This is an optimization exercise on Yosys and OpenROAD, whose aim is small area and a short achievable clock period, not a production implementation.
Where RTL was checked, it was by simulation tests only, not by an equivalence proof against the original.
Power is estimated from default activity; no workload was simulated.

Setup of red:
## systolic_top
module systolic_top (
    input  logic         i_clk,
    input  logic         i_nrst,
    input  logic         i_reg_clear,
    input  logic         i_pe_en,
    input  logic         i_psum_out_en,
    input  logic [1:0]   i_mode,
    input  logic [63:0]  i_ifmap,    
    input  logic [7:0]   i_weight,
    output logic [127:0] o_ofmap     
);
Size: ~3700 cells after synthesis, about 210 I/O pins, ~0.037 mm² of cells after synthesis.
==> flow/config.mk <==
export PLATFORM = sky130hd
export DESIGN_NAME = systolic_top
export DESIGN_NICKNAME = systolic_top
export VERILOG_FILES = /design/flow/design.v
export SDC_FILE = /design/flow/constraint.sdc
export NUM_CORES = 4
export LEC_CHECK = 0
export CAP_MARGIN = 20
export CORE_MARGIN = 2
export CORE_UTILIZATION = 40
export CTS_BUF_LIST = sky130_fd_sc_hd__clkbuf_8
export CTS_CLUSTER_DIAMETER = 60
export CTS_CLUSTER_SIZE = 16
export SETUP_SLACK_MARGIN = 5
export SLEW_MARGIN = 20
==> flow/constraint.sdc <==
create_clock -name core_clock -period 10.0 [get_ports {i_clk}]
set_input_delay 2.0000 -clock core_clock [delete_from_list [all_inputs] [get_ports {i_clk}]]
set_output_delay 2.0000 -clock core_clock [all_outputs]
set_load 0.01 [all_outputs]
standard.sh (not shown) runs the stock make flow with config.mk's settings and CLKGATE_MAP_FILE= SYNTH_SCRIPT=/design/flow/synth_recipe.tcl, a recipe that flattens the netlist after the stock synthesis.
==> flow/flow/run.sh <==
#!/bin/bash
# Standard layout, with one netlist step between synthesis and floorplan:
# fixpol.py removes polarity inverters around full-adder cells (a full adder
# inverted on all three inputs gives both outputs inverted), choosing which
# adders to take in inverted polarity so that the fewest inverters remain.
# Registers and all other cells are left as the standard synthesis made them.
set -euo pipefail
R=orfs/results/${FLOW_PLATFORM}/systolic_top/base
bash standard.sh synth > synth.log 2>&1
cp $R/1_2_yosys.v 1_2_yosys.orig.v
python3 flow/fixpol.py 1_2_yosys.orig.v $R/1_2_yosys.v > fixpol.log 2>&1
rm -f $R/1_synth.odb $R/1_synth.sdc
bash standard.sh finish > layout.log 2>&1
Other scripts of this flow, unchanged in this note and not shown: flow/flow/fixpol.py
The following lists how blue was set up differently from red:
--- a/flow/design.v
+++ b/flow/design.v
@@ -11,16 +11,18 @@
 );
     assign s  = a ^ b;
     assign co = a & b;
 endmodule
 module mFU (
     input  logic [7:0]  a, b,
-    input  logic        s_2, s_4, s_8, s_24, s_48, s_248,
+    input  logic        s_2, s_4, s_8, s_48,
     input  logic [15:0] acc,
     output logic [15:0] sum
 );
+    wire s_24 = s_2 | s_4;
+    wire s_248 = s_2 | s_4 | s_8;
     wire p0_0 = ((s_48&(a[0]&b[0])))|(s_2&((~a[1]&a[0]&~b[1]&b[0])|(~a[1]&a[0]&b[1]&b[0])|(a[1]&a[0]&~b[1]&b[0])|(a[1]&a[0]&b[1]&b[0])));
     wire p0_1 = ((s_4&(a[4]&b[4])))|(s_2&((~a[3]&a[2]&~b[3]&b[2])|(~a[3]&a[2]&b[3]&b[2])|(a[3]&a[2]&~b[3]&b[2])|(a[3]&a[2]&b[3]&b[2])));
     wire p0_2 = (s_2&((~a[5]&a[4]&~b[5]&b[4])|(~a[5]&a[4]&b[5]&b[4])|(a[5]&a[4]&~b[5]&b[4])|(a[5]&a[4]&b[5]&b[4])));
     wire p0_3 = (s_2&((~a[7]&a[6]&~b[7]&b[6])|(~a[7]&a[6]&b[7]&b[6])|(a[7]&a[6]&~b[7]&b[6])|(a[7]&a[6]&b[7]&b[6])));
     wire p0_4 = acc[0];
     wire p1_0 = ((s_48&(a[0]&b[1])))|(s_2&((~a[1]&~a[0]&~b[1]&~b[0])|(~a[1]&~a[0]&~b[1]&b[0])|(~a[1]&~a[0]&b[1]&~b[0])|(~a[1]&~a[0]&b[1]&b[0])|(~a[1]&a[0]&~b[1]&~b[0])|(~a[1]&a[0]&~b[1]&b[0])|(a[1]&~a[0]&~b[1]&~b[0])|(a[1]&~a[0]&b[1]&~b[0])|(a[1]&a[0]&~b[1]&~b[0])|(a[1]&a[0]&b[1]&b[0])));
@@ -266,48 +268,48 @@
     input  logic [7:0]  i_ifmap, i_weight,
     output logic [7:0]  o_weight,
     output logic [15:0] o_ofmap
 );
     logic [7:0]  w_q, a_q;
     logic [15:0] acc_q, out_q, sum;
-    logic        s_2, s_4, s_8, s_24, s_48, s_248;
+    logic        zero_q;    
+    logic        s_2, s_4, s_8, s_48;
     wire go = i_pe_en & ~i_reg_clear & ~i_psum_out_en & (|i_ifmap);
     wire d8 = go & (i_mode == 2'b00);
     wire d4 = go & (i_mode == 2'b01);
     wire d2 = go & (i_mode == 2'b10);
     wire clr_acc = i_reg_clear & ~i_psum_out_en;
     always_ff @(posedge i_clk or negedge i_nrst) begin
         if (~i_nrst) begin
             w_q   <= 8'd0;
-            acc_q <= 16'd0;
+            zero_q <= 1'b1;
             out_q <= 16'd0;
             s_2 <= 1'b0;
             s_4 <= 1'b0;
             s_8 <= 1'b0;
-            s_24 <= 1'b0;
             s_48 <= 1'b0;
-            s_248 <= 1'b0;
         end else begin
             if (i_reg_clear)      w_q <= 8'd0;
             else if (i_pe_en)     w_q <= i_weight;
             s_2 <= d2;
             s_4 <= d4;
             s_8 <= d8;
-            s_24 <= d2 | d4;
             s_48 <= d4 | d8;
-            s_248 <= d2 | d4 | d8;
-            acc_q <= clr_acc ? 16'd0 : sum;
+            zero_q <= clr_acc;
             if (i_psum_out_en) begin
                 out_q <= sum;
             end else if (i_reg_clear) begin
                 out_q <= 16'd0;
             end
         end
     end
-    always_ff @(posedge i_clk) a_q <= i_ifmap;
-    mFU mfu (.a(a_q), .b(w_q), .s_2(s_2), .s_4(s_4), .s_8(s_8), .s_24(s_24), .s_48(s_48), .s_248(s_248), .acc(acc_q), .sum(sum));
+    always_ff @(posedge i_clk) begin
+        a_q   <= i_ifmap;
+        acc_q <= sum;
+    end
+    mFU mfu (.a(a_q), .b(w_q), .s_2(s_2), .s_4(s_4), .s_8(s_8), .s_48(s_48), .acc(acc_q & {16{~zero_q}}), .sum(sum));
     assign o_weight = w_q;
     assign o_ofmap  = out_q;
 endmodule
 module systolic_array #(
     parameter int HEIGHT = 8
 ) (
==> summary.txt <==
- blue | status: complete | timing, DRC, antenna: pass
- The run showing the smaller amount of wire on met2 after detailed routing is blue.
- Going from red to blue, portion of total power attributed to the clock network now sits at about the same level, power in combinational cells now sits at about the same level, upper clock frequency limit now sits lower, cell area now sits higher.
- When the final numbers for blue and red were put side by side, the sum of routed wire length over all layers turned out to be smaller in red.
- blue vs. red: clock period minus worst slack higher, largest net degree at the start of global routing down 54, power now sits lower, initial cell density of the core shows no meaningful change.
- blue leaves less setup margin than red.
- Aggregate global-route resource usage (blue over red): increase, 0.16 points
No functional check of the RTL was part of blue.

what the ideal ports hide:
Ports are ideal in the flow. The routed layouts listed here were re-timed in OpenROAD. Step 1: set_driving_cell puts a clkbuf_16 on i_clk and a buf_2 on each other input, an assumption about the parent block. Step 2 also shifts input and output timing later by t, the mid clock arrival at the registers, as if the neighbouring blocks saw the same clock. Slacks: ideal / step 1 / step 2; pairs: ideal / step 1.
run | t (ns) | setup slack, ns | worst hold slack (ns) | worst setup path after step 2 | cell pins on the clock port's net
red | 0.768 | 5.216 / 5.216 / 5.216 | 0.484 / 0.484 / 0.484 | register to register | 1
blue | 0.788 | 5.033 / 5.033 / 4.586 | 0.486 / 0.486 / 0.486 | input to register | 1
After both steps setup and hold are still met in every run listed. For blue, which loses most, drivers alone change the setup slack by 0.000 ns; drivers and shift together by -0.447 ns.
